Background: an optimization exercise with open tools, aiming at small area. Do not read the settings as production practice.
In this exercise RTL edits were held to simulation tests only and were not proved equivalent to the original.

==> v32: inputs <==
## crc32
module crc32 (
  input         crc_en,
  input [511:0] data_in,
  output [31:0] crc_out,
  input         clk,
  input         rst
);
==> flow/config.mk <==
export PLATFORM = sky130hd
export DESIGN_NAME = crc32
export DESIGN_NICKNAME = crc32
export VERILOG_FILES = /design/flow/design.v
export SDC_FILE = /design/flow/constraint.sdc
export NUM_CORES = 4
export LEC_CHECK = 0
export CAP_MARGIN = 20
export CORE_MARGIN = 2
export CORE_UTILIZATION = 30
export CTS_BUF_LIST = sky130_fd_sc_hd__clkbuf_8
export GPL_ROUTABILITY_DRIVEN = 1
export GPL_TIMING_DRIVEN = 0
export SLEW_MARGIN = 20
export SYNTH_HIERARCHICAL = 1
export SYNTH_MINIMUM_KEEP_SIZE = 0
==> flow/constraint.sdc <==
create_clock -name core_clock -period 8.0 [get_ports {clk}]
set_input_delay 1.6000 -clock core_clock [delete_from_list [all_inputs] [get_ports {clk}]]
set_output_delay 1.6000 -clock core_clock [all_outputs]
set_load 0.01 [all_outputs]
standard.sh (not shown) runs the stock make flow with config.mk's settings and CLKGATE_MAP_FILE= SYNTH_SCRIPT=/design/flow/synth_recipe.tcl, a recipe that flattens the netlist after the stock synthesis.
==> flow/flow/run.sh <==
#!/bin/bash
set -euo pipefail
export BUFFER_PORTS_ARGS="-buffer_cell sky130_fd_sc_hd__buf_1"
R=orfs/results/sky130hd/crc32/base
bash standard.sh synth > standard_synth.log 2>&1
sed -i -E 's/sky130_fd_sc_hd__mux2_(2|4|8) /sky130_fd_sc_hd__mux2_1 /' $R/1_2_yosys.v
rm -f $R/1_synth.odb $R/1_synth.sdc
bash standard.sh finish > standard_finish.log 2>&1
==> v14 (differences from v32) <==
==> flow/run.sh (new file) <==
#!/bin/bash
# synth_recipe.tcl (not shown) runs the flow's synth.tcl, then flattens the netlist and writes it again
# the make line also repeats each setting of config.mk as NAME=value (left out here)
make -C /OpenROAD-flow-scripts/flow DESIGN_CONFIG=/design/flow/config.mk WORK_HOME=/design/flow/orfs CLKGATE_MAP_FILE= SYNTH_SCRIPT=/design/flow/synth_recipe.tcl finish
Settings changed: CORE_UTILIZATION 30 to 40, CTS_BUF_LIST sky130_fd_sc_hd__clkbuf_8 to unset, GPL_TIMING_DRIVEN 0 to unset.
removed: flow/flow/run.sh
removed: flow/standard.sh
==> v27 (differences from v32) <==
==> flow/flow/run.sh (replaced) <==
#!/bin/bash
# The standard layout, with the port buffers made from the smallest buffer cell
# (every input and output port still gets its own buffer).
set -euo pipefail
export BUFFER_PORTS_ARGS="-buffer_cell sky130_fd_sc_hd__buf_1"
bash standard.sh finish > standard_finish.log 2>&1
Settings changed: CTS_BUF_LIST sky130_fd_sc_hd__clkbuf_8 to unset, GPL_TIMING_DRIVEN 0 to unset.
==> v21 (differences from v32) <==
==> flow/flow/run.sh (replaced) <==
#!/bin/bash
# The standard layout, with the port buffers made from the smallest buffer cell
# (every input and output port still gets its own buffer).
set -euo pipefail
export BUFFER_PORTS_ARGS="-buffer_cell sky130_fd_sc_hd__buf_1"
bash standard.sh finish > standard_finish.log 2>&1
Settings changed: CTS_BUF_LIST sky130_fd_sc_hd__clkbuf_8 to unset.
==> run notes <==
* Outcome: complete, no violations
* NonClk Buf Share at under 10%
* Final Util at 35.2%
* Final period utilization at a little over nine tenths
* Post-layout minimum cycle time at roughly 7.8 ns
* Root Buffer: clkbuf_8
* Met1 WL at 70,300 um
* Clock network area share at less than 1%
The numbers above come from v32.

==> run notes <==
* Post-layout minimum cycle time at around 7.0 ns
* Met1 WL at 72,400 um
* Final period utilization at between 80% and 90%
* Final Util at between 30 and 40%
* Clock network area share at less than 1%
* Multi-input gate area at about 20,000 sq um
* NonClk Buf Share at around an eighth
* Outcome: complete, no violations
* Root Buffer: clkbuf_16
* Count of pins over their slew limit at 0
* IO buf count at approximately 550
The numbers above come from v27.

==> run notes <==
* Outcome: complete, no violations
* Post-layout minimum cycle time at approximately 7.8 ns
* R2R Path End: lfsr_q[10]$_DFFE_PP1P_
* Hold Crit Class: reg2reg
* Met1 WL at roughly 70,000 um
* Complex-gate fraction of the synthesized area at 0%
* Root Buffer: clkbuf_16
* GR Util met3 at 8.45%
* NonClk Buf Share at a little under 9%
* CP Class: in2reg
* Cell count along the critical path at 15
* Final Util at 35.2%
* Final period utilization at between 90 and 100%
* Leading post-synthesis cells by instance count: xor2_1, dfstp_2, mux2_4
The numbers above come from v21.

==> run notes <==
* Post-layout minimum cycle time at ~8 ns
* Final WS setup at -0.0903 ns
* # setup viols final at 1
* Final Util at between 50 and 60%
* Outcome: failed layout checks
* Gp weighted congestion at 1.25
* Starting Density at 40.4%
* Root Buffer: clkbuf_16
* P&R area growth vs syn at 33.3%
* Violated Checks: negative setup slack
* Met1 WL at about 55,000 um
* Final period utilization at 101%
The numbers above come from v14.


==> build 81 <==
crc32 again, from the RTL that the note above started with.
Settings: LEC_CHECK=0, CAP_MARGIN=20, CORE_MARGIN=2, CORE_UTILIZATION=30, GPL_ROUTABILITY_DRIVEN=1, SLEW_MARGIN=20, SYNTH_HIERARCHICAL=1, SYNTH_MINIMUM_KEEP_SIZE=0; clock period 8.0 ns.
==> flow/flow/run.sh <==
#!/bin/bash
set -euo pipefail
export BUFFER_PORTS_ARGS="-buffer_cell sky130_fd_sc_hd__buf_1"
export GPL_KEEP_OVERFLOW=0
R=orfs/results/sky130hd/crc32/base
bash standard.sh synth > standard_synth.log 2>&1
sed -i -E 's/sky130_fd_sc_hd__mux2_(2|4|8) /sky130_fd_sc_hd__mux2_1 /' $R/1_2_yosys.v
rm -f $R/1_synth.odb $R/1_synth.sdc
bash standard.sh finish > standard_finish.log 2>&1
==> build 76 (differences from build 81) <==
==> flow/run.sh (new file) <==
#!/bin/bash
# synth_recipe.tcl (not shown) runs the flow's synth.tcl, then flattens the netlist and writes it again
# the make line also repeats each setting of config.mk as NAME=value (left out here)
make -C /OpenROAD-flow-scripts/flow DESIGN_CONFIG=/design/flow/config.mk WORK_HOME=/design/flow/orfs CLKGATE_MAP_FILE= SYNTH_SCRIPT=/design/flow/synth_recipe.tcl finish
- CORE_UTILIZATION: 30 -> 20
removed: flow/flow/run.sh
removed: flow/standard.sh
==> build 98 (differences from build 81) <==
==> flow/flow/run.sh (replaced) <==
#!/bin/bash
# The standard layout, with the port buffers made from the smallest buffer cell
# (every input and output port still gets its own buffer).
set -euo pipefail
export BUFFER_PORTS_ARGS="-buffer_cell sky130_fd_sc_hd__buf_1"
bash standard.sh finish > standard_finish.log 2>&1
- CORE_UTILIZATION: 30 -> 35
==> flow_summary.ini <==
[placement]
placed_area_um2 = 23900

[die]
die_w_um = 266

[timing]
max_freq_mhz = 126
worstMarginPinSlew_ns = 1.40
finalCriticalPeriod_ns = 7.91

[grt]
use_met3_pct = 13.2
grt_pass1_vias = 19177
grt_pass1_wl_um = 218000
grt_usage_pct = 49.7

[layout]
seq_share_pct = 3.49
multi_input_area_um2 = 19800
stdcell_count = 3715
signal_buffers = 555

[setup_path]
rr_worst_depth = 14

[outcome]
outcome = timing/DRC/antenna clean

[min_path]
min-delay-start = lfsr_q[24]
-- figures above: build 81

==> flow_summary.ini <==
[outcome]
outcome = timing/DRC/antenna clean

[layout]
seq_share_pct = 2.84
signal_buffers = 757
stdcell_count = 4402

[grt]
use_met3_pct = 6.37
grt_pass1_vias = 20422

[timing]
finalCriticalPeriod_ns = 7.54
max_freq_mhz = 133

[placement]
placed_area_um2 = 29400
-- figures above: build 76

==> flow_summary.ini <==
[clocking]
root_buffer = clkbuf_16

[layout]
signal_buffers = 649
stdcell_count = 3700

[outcome]
outcome = timing/DRC/antenna clean

[min_path]
min-delay-start = lfsr_q[11]

[grt]
use_met3_pct = 17.2
grt_pass1_wl_um = 210000
grt_usage_pct = 55.2

[timing]
max_freq_mhz = 137
worstMarginPinSlew_ns = 1.29
finalCriticalPeriod_ns = 7.30

[die]
dieArea_um2 = 61100
die_w_um = 247

[setup_path]
rr_worst_depth = 15

[placement]
placed_area_um2 = 24400
-- figures above: build 98

==> afterwards: timing with drivers on the ports <==
Ports are ideal in the flow. The routed layouts listed here were re-timed in OpenROAD. Step 1 sets driving cells, clkbuf_16 on the clock port and buf_2 on the other inputs (assumed; they add their load-dependent delay and slew). Step 2 adds t to the input delays and takes it off the output delays; t is the mean of the earliest and latest rising clock arrival at the registers after step 1. Input paths then give back, and output paths get back, about the clock's delay inside the block. Slacks: no drivers / after step 1 / after step 2; pairs: no drivers / after step 1.
| run | shift t [ns] | setup slack, ns | hold slack, ns | latest minus earliest clock arrival (ns) | pins driven straight from the clock port |
|---|---|---|---|---|---|
| v32 | 0.344 | 0.168 / 0.180 / -0.164 | 0.652 / 0.652 / 0.652 | 0.017 / 0.017 | 1 |
| v14 | 0.327 | -0.090 / -0.083 / -0.409 | 0.646 / 0.646 / 0.646 | 0.010 / 0.009 | 1 |
| v27 | 0.332 | 0.970 / 0.985 / 0.653 | 0.635 / 0.635 / 0.635 | 0.010 / 0.009 | 1 |
| v21 | 0.336 | 0.245 / 0.255 / -0.081 | 0.635 / 0.635 / 0.635 | 0.009 / 0.010 | 1 |
| build 81 | 0.337 | 0.086 / 0.110 / -0.227 | 0.655 / 0.655 / 0.655 | 0.011 / 0.012 | 1 |
| build 76 | 0.336 | 0.455 / 0.469 / 0.133 | 0.641 / 0.641 / 0.641 | 0.012 / 0.012 | 1 |
| build 98 | 0.323 | 0.704 / 0.710 / 0.388 | 0.637 / 0.637 / 0.637 | 0.005 / 0.005 | 1 |
With both steps, setup timing fails in v32, v21 and build 81, where it was met with ideal ports. For v32, which loses most, drivers alone change the setup slack by +0.012 ns; drivers and shift together by -0.332 ns.
